Background: an optimization exercise with open tools, aiming at small area, a short achievable clock period and few clock cycles. Do not read the settings as production practice. Function was checked by simulation only, so behaviour that the tests miss may differ from the original. Power and IR drop assume default switching activity.

==> flow/design.v <==
module pipeline (
        input wire clk,
        input wire reset,
        output wire [16-2-1:0] imem_addr,
        input wire [32-1:0] imem_rdata,
        output wire [16-2-1:0] dmem_addr,
        output wire dmem_we,
        output wire [32-1:0] dmem_wdata,
        input wire [32-1:0] dmem_rdata
    );
    reg  [31:0] pc;
    reg  [31:0] rf [1:31];
    reg         m_wen;       
    reg  [4:0]  m_rd;
    reg         m_ld;        
    reg         m_st;        
    reg  [13:0] m_addr;      
    reg  [31:0] m_res;       
    assign dmem_addr  = m_addr;
    assign dmem_we    = m_st;
    assign dmem_wdata = m_res;
    wire [31:0] wb_val = m_ld ? dmem_rdata : m_res;
    always @(posedge clk)
        if (m_wen)
            rf[m_rd] <= wb_val;
    wire [31:0] inst = imem_rdata;
    assign imem_addr = pc[16-1:2];
    wire [4:0] opc = inst[6:2];
    wire [2:0] f3  = inst[14:12];
    wire [4:0] rd  = inst[11:7];
    wire [4:0] rs1 = inst[19:15];
    wire [4:0] rs2 = inst[24:20];
    wire op_r     = opc == 5'b01100;
    wire op_i     = opc == 5'b00100;
    wire op_lui   = opc == 5'b01101;
    wire op_auipc = opc == 5'b00101;
    wire op_ld    = opc == 5'b00000;
    wire op_st    = opc == 5'b01000;
    wire op_jal   = opc == 5'b11011;
    wire op_jalr  = opc == 5'b11001;
    wire op_br    = opc == 5'b11000;
    wire op_sys   = opc == 5'b11100;
    wire [31:0] imm_i = {{20{inst[31]}}, inst[31:20]};
    wire [31:0] imm_s = {{20{inst[31]}}, inst[31:25], inst[11:7]};
    wire [31:0] imm_b = {{19{inst[31]}}, inst[31], inst[7], inst[30:25], inst[11:8], 1'b0};
    wire [31:0] imm_u = {inst[31:12], 12'b0};
    wire [31:0] imm_j = {{11{inst[31]}}, inst[31], inst[19:12], inst[20], inst[30:21], 1'b0};
    wire [1023:0] rf_flat;
    assign rf_flat[31:0] = 32'b0;
    genvar gi;
    generate
        for (gi = 1; gi < 32; gi = gi + 1) begin : g_rf
            assign rf_flat[gi*32 +: 32] = rf[gi];
        end
    endgenerate
    wire [31:0] a = (m_wen && m_rd == rs1) ? wb_val : rf_flat[rs1*32 +: 32];
    wire [31:0] r2 = (m_wen && m_rd == rs2) ? wb_val : rf_flat[rs2*32 +: 32];
    wire [31:0] b = op_r || op_br ? r2 : op_st ? imm_s : imm_i;
    wire sub  = op_br || ((op_r || op_i) && f3[2:1] == 2'b01) || (op_r && f3 == 3'b000 && inst[30]);
    wire usgn = op_br ? f3[1] : f3[0];
    wire [32:0] ax = {~usgn & a[31], a};
    wire [32:0] bx = {~usgn & b[31], b} ^ {33{sub}};
    wire [32:0] sum = ax + bx + {32'b0, sub};
    wire lt = sum[32];
    wire eq = a == r2;
    wire br_taken = (f3[2] ? lt : eq) ^ f3[0];
    wire [4:0] shamt = b[4:0];
    wire [31:0] a_rev;
    generate
        for (gi = 0; gi < 32; gi = gi + 1) begin : g_rev
            assign a_rev[gi] = a[31-gi];
        end
    endgenerate
    wire [31:0] sh_in = f3[2] ? a : a_rev;
    wire signed [32:0] sh_ext = {f3[2] & inst[30] & a[31], sh_in};
    wire [32:0] sh_out = sh_ext >>> shamt;
    wire [31:0] sh_rev;
    generate
        for (gi = 0; gi < 32; gi = gi + 1) begin : g_rev2
            assign sh_rev[gi] = sh_out[31-gi];
        end
    endgenerate
    wire [31:0] mul = a * r2[4:0];
    wire [31:0] pc4   = pc + 32'd4;
    wire [31:0] pcimm = pc + (op_br ? imm_b : op_jal ? imm_j : imm_u);
    reg [31:0] alu;
    always @(*) begin
        case (f3)
            3'b000: alu = (op_r && inst[25]) ? mul : sum[31:0];
            3'b001: alu = sh_rev;
            3'b010: alu = {31'b0, lt};
            3'b011: alu = {31'b0, lt};
            3'b100: alu = a ^ b;
            3'b101: alu = sh_out[31:0];
            3'b110: alu = a | b;
            default: alu = a & b;
        endcase
    end
    reg [31:0] res;
    always @(*) begin
        if (op_r || op_i)
            res = alu;
        else if (op_lui)
            res = imm_u;
        else if (op_auipc)
            res = pcimm;
        else if (op_jal || op_jalr)
            res = pc4;
        else if (op_st)
            res = r2;
        else
            res = 32'b0;
    end
    wire wen = rd != 5'd0 && (op_r || op_i || op_lui || op_auipc || op_ld ||
                              op_jal || op_jalr || op_sys);
    wire [31:0] npc = op_jalr ? {sum[31:1], 1'b0} :
                      (op_jal || (op_br && br_taken)) ? pcimm : pc4;
    always @(posedge clk) begin
        if (reset) begin
            pc    <= 32'h200;
            m_wen <= 1'b0;
            m_ld  <= 1'b0;
            m_st  <= 1'b0;
        end else begin
            pc    <= npc;
            m_wen <= wen;
            m_ld  <= op_ld;
            m_st  <= op_st;
        end
        m_rd   <= rd;
        m_addr <= sum[16-1:2];
        m_res  <= res;
    end
endmodule
==> flow/run.sh <==
#!/bin/bash
# synth_recipe.tcl (not shown) runs the flow's synth.tcl, then flattens the netlist and writes it again
# the make line also repeats each setting of config.mk as NAME=value (left out here)
make -C /OpenROAD-flow-scripts/flow DESIGN_CONFIG=/design/flow/config.mk WORK_HOME=/design/flow/orfs CLKGATE_MAP_FILE= SYNTH_SCRIPT=/design/flow/synth_recipe.tcl finish
==> flow/config.mk <==
export PLATFORM = sky130hd
export DESIGN_NAME = pipeline
export DESIGN_NICKNAME = pipeline
export VERILOG_FILES = /design/flow/design.v
export SDC_FILE = /design/flow/constraint.sdc
export NUM_CORES = 4
export LEC_CHECK = 0
export CAP_MARGIN = 20
export CORE_MARGIN = 2
export CORE_UTILIZATION = 30
export PLACE_DENSITY = 0.45
export SLEW_MARGIN = 20
==> flow/constraint.sdc <==
create_clock -name core_clock -period 10.0 [get_ports {clk}]
set_input_delay 2.0000 -clock core_clock [delete_from_list [all_inputs] [get_ports {clk}]]
set_output_delay 2.0000 -clock core_clock [all_outputs]
set_load 0.01 [all_outputs]
==> reports/metrics.yaml <==
cells_and_area:
  synthToLayoutAreaGrowth_pct: 15.48
  final_nets: 5529
  layout-drive-gt1-share_pct: 24.31
  final_cell_area_sq_um: 75900
setup_path:
  worstSetupStartpointType: "primary input"
  cpMostUsedCell: "buf_4"
  max_stage_delay_ns: 0.78
  required_ns: 10.62
  critPathKind: "in -> reg"
  critPathSlowestCell: "a21oi_1"
  crit_arrival_ns: 9.63
  worstPathMaxFanout: 33
  cp_top_family: "compound AO/OA/AOI/OAI gates"
  crit_path_end_kind: "flip-flop"
  crit_buf_inv: 5
floorplan:
  num_rows: 171
  die_h_um: 472.1
  die-area_sq_um: 222900
  start_util_pct: 30.24
  ioPinCount: 127
  fp.coreArea_sq_um: 217400
  die_x_um: 472.1
timing:
  finalSetupViolations: 0
  finalHoldViolations: 0
  rsz0062_at_grt: "no"
  setup_tns_ns: 0
  slew_headroom_pct: 18.18
  skew_ns: 0.05007
  fin_crit_ns: 9.015
  worst_pin_slew_ns: 1.214
  timing.final.crit_share_pct: 90.15
  holdWs_ns: 0.5466
  drv_slew: 0
  max_freq_mhz: 110.9
global_route:
  grt_pass1_vias: 47492
  grt_max_degree: 60
  grt.overflow.total: 0
  antenna_found_initial: 12
  track_usage_pct: 25.70
  grt_pass1_wl_um: 398800
cts:
  cts_resized: 0
  clock_latency_ns: 0.80
  clockBufferDepth: 3
  postCtsSetupBuffers: 0
  cts_tree: "built"
  cts_root_buf: "clkbuf_16"
  cts-buffers-inserted: 120
  cts_max_level: 3
  cts_hold_buf: 0
  clkTransAtPathRegs_ns: 0.07
  clock_sinks: 1077
logic_synthesis:
  ys_seq_elements: 1077
  synth_area_sq_um: 65730
  syn_area_per_cell_sq_um: 13.29
  synth_flop_cell: "edfxtp_1"
  synth_top_area_share_pct: 45.32
  synth_cell_types: 102
  yosys_warnings: 1
  synth_top_cell_by_area: "edfxtp_1"
  synthTopCellsByArea: "edfxtp_1 (45%), mux4_2 (17%), ha_1 (3.1%), mux2i_1 (2.8%), dfxtp_1 (2.6%)"
  synth_nets: 5262
  ys_seq_area_share_pct: 47.91
  syn_inst: 4946
  async_flop_share_pct: 0
  synth_edf_count: 992
power:
  powerDensity_nw_per_um2: 175.6
  total_power_mw: 13.33
  peakVddDrop_uv: 134.1
  leakage_nw: 26.71
placement:
  portBuffers: 124
  dp_hpwl_um: 204100
  gp_congestion: 1.018
  place_area_sq_um: 72160
routing:
  vias: 48193
  wirelength_um: 293200
  drt_iter0_markers: 5755
  drc: 0
  wire_per_inst_um: 35.88
  detail-route-antenna-nets: 0
  via_per_inst: 5.899
  firstDrtPassIters: 8
status:
  outcome: "timing/DRC/antenna clean"
run:
  drv_cap: 0
hold_path:
  min_path_type: "reg -> reg"
[final timing paths]
| check | start | endpoint | slack (ns) | cells past startpoint |
|---|---|---|---|---|
| hold reg to reg | pc[1] | pc[1] | 0.55 | 2 |
| hold / removal | pc[1] | pc[1] | 0.55 | 2 |
| setup / recovery | imem_rdata[23] | pc[18] | 0.98 | 26 |
| setup reg to reg | m_rd[2] | m_res[30] | 2.15 | 26 |
[final cells by class]
| cell class | instances | area [sq um] |
|---|---|---|
| well taps | 2854 | 3571 |
| clock inverters | 76 | 619.3 |
| diodes | 5 | 12.51 |
| multi-input cells | 3270 | 31820 |
| inverters | 236 | 889.6 |
| clock buffers | 144 | 3114 |
| repair buffers | 508 | 4385 |
| fillers | 21217 | 141500 |
| flip-flops and latches | 1077 | 31490 |
[cells in the mapped netlist, types with 81 or more instances]
| library cell | number |
|---|---|
| edfxtp_1 | 992 |
| mux4_2 | 484 |
| nor2_1 | 404 |
| nand2_1 | 255 |
| a21oi_1 | 227 |
| inv_1 | 222 |
| o21ai_0 | 185 |
| mux2i_1 | 184 |
| clkbuf_1 | 178 |
| ha_1 | 165 |
| xnor2_1 | 114 |
| mux2_2 | 110 |
| a221oi_1 | 85 |
| dfxtp_1 | 85 |
| fa_1 | 85 |
| nor3_1 | 81 |
[metrics by stage]
| step | worst slack [ns] | utilization (%) | instances |
|---|---|---|---|
| 2_1_floorplan | 0.7948 | - | 4946 |
| 3_3_place_gp | 0.3397 | 33.19 | 7945 |
| 3_5_place_dp | 0.3143 | 33.19 | 7945 |
| 4_1_cts | 1.074 | 34.91 | 8165 |
| 5_1_grt | 0.7390 | 34.91 | 8166 |
| 6_report | 0.9847 | 34.92 | 8170 |
[per-layer routing]
metal	up-vias	wire, um	global-route usage, %	part of all wire, %
li1	19984	-	-	-
met1	25351	120500	33.98	41
met2	2307	135600	41.04	46
met3	547	20970	4.272	7.2
met4	4	16020	12.26	5.5
met5	-	21	0	0.0072
[registers in the layout, summed over array words and instances, names as in the netlist]
name and count:
m_addr 14, m_ld 1, m_rd 5, m_res 32, m_st 1, m_wen 1, pc 31, rf 992
[cells in the final DEF (no fill, tap or decap), types with 21 or more instances in the layout]
cell type,instances
nand3_1,67
a221o_1,43
o21a_1,27
a21o_1,70
nor2b_1,23
and2_1,22
a221oi_1,82
mux4_2,484
buf_4,367
clkbuf_16,121
xnor2_1,114
xor2_1,73
clkinv_2,29
nand2b_1,32
nand2_1,255
mux2i_1,184
o21ai_0,184
ha_1,165
fa_1,85
o211ai_1,24
and3_1,39
buf_12,21
inv_1,222
nor2_4,37
mux2_2,110
a21oi_1,226
nor3_1,81
a22oi_1,46
nor2_1,366
nand4_1,22
clkdlybuf4s50_1,112
dfxtp_1,84
edfxtp_1,992
a211oi_1,44
clkinv_1,23
clkbuf_1,23
o22ai_1,41
a31oi_1,33
[kinds of logic after synthesis]
group | count (synthesis) | share of synthesized area (%)
adders and majority gates | 250 | 5.730
DFF | 1077 | 47.91
xor gates and xnor gates | 187 | 2.492
muxes | 785 | 21.46
AOI/OAI and AO/OA | 1024 | 11.06
buffers and inverters | 599 | 4.264
and+or+nand+nor | 1024 | 7.087
[power breakdown]
part	switching (mW)	internal (mW)
registers	0.0339	4.97
clock network	1.93	2.37
logic	2.52	1.49
total	4.49	8.84
[worst register-to-register path, delay by kind of cell (launching register included)]
kind                       cells  cell delay [ns]
xor gates and xnor gates       1             0.17
buffers and inverters          4             0.37
AOI/OAI and AO/OA              9             2.51
DFF                            1             0.59
and+or+nand+nor                6             1.61
adders and majority gates      5             2.19
muxes                          1             0.33
Testbench counts, summed over its fixed seeds: cycles 143,912.

==> afterwards: timing with drivers on the ports <==
In the flow no input, the clock included, has a driving cell. The finished layout below was timed again as built, in two steps.
Step 1 sets driving cells, clkbuf_16 on the clock port and buf_2 on the other inputs (assumed; they add their load-dependent delay and slew).
Step 2, shift: input delay + t, output delay - t, t = (earliest + latest rising clock arrival at the registers) / 2. This alone moves slack from input paths to output paths.
Slacks: ideal / step 1 / step 2; pairs: ideal / step 1.
shift t [ns]: 0.857
slack for setup (ns): 0.985 / 1.033 / 0.176
cell pins on the clock port's net: 1
After both steps this run still meets setup and hold. For this run, drivers alone change the setup slack by +0.048 ns; drivers and shift together by -0.809 ns.
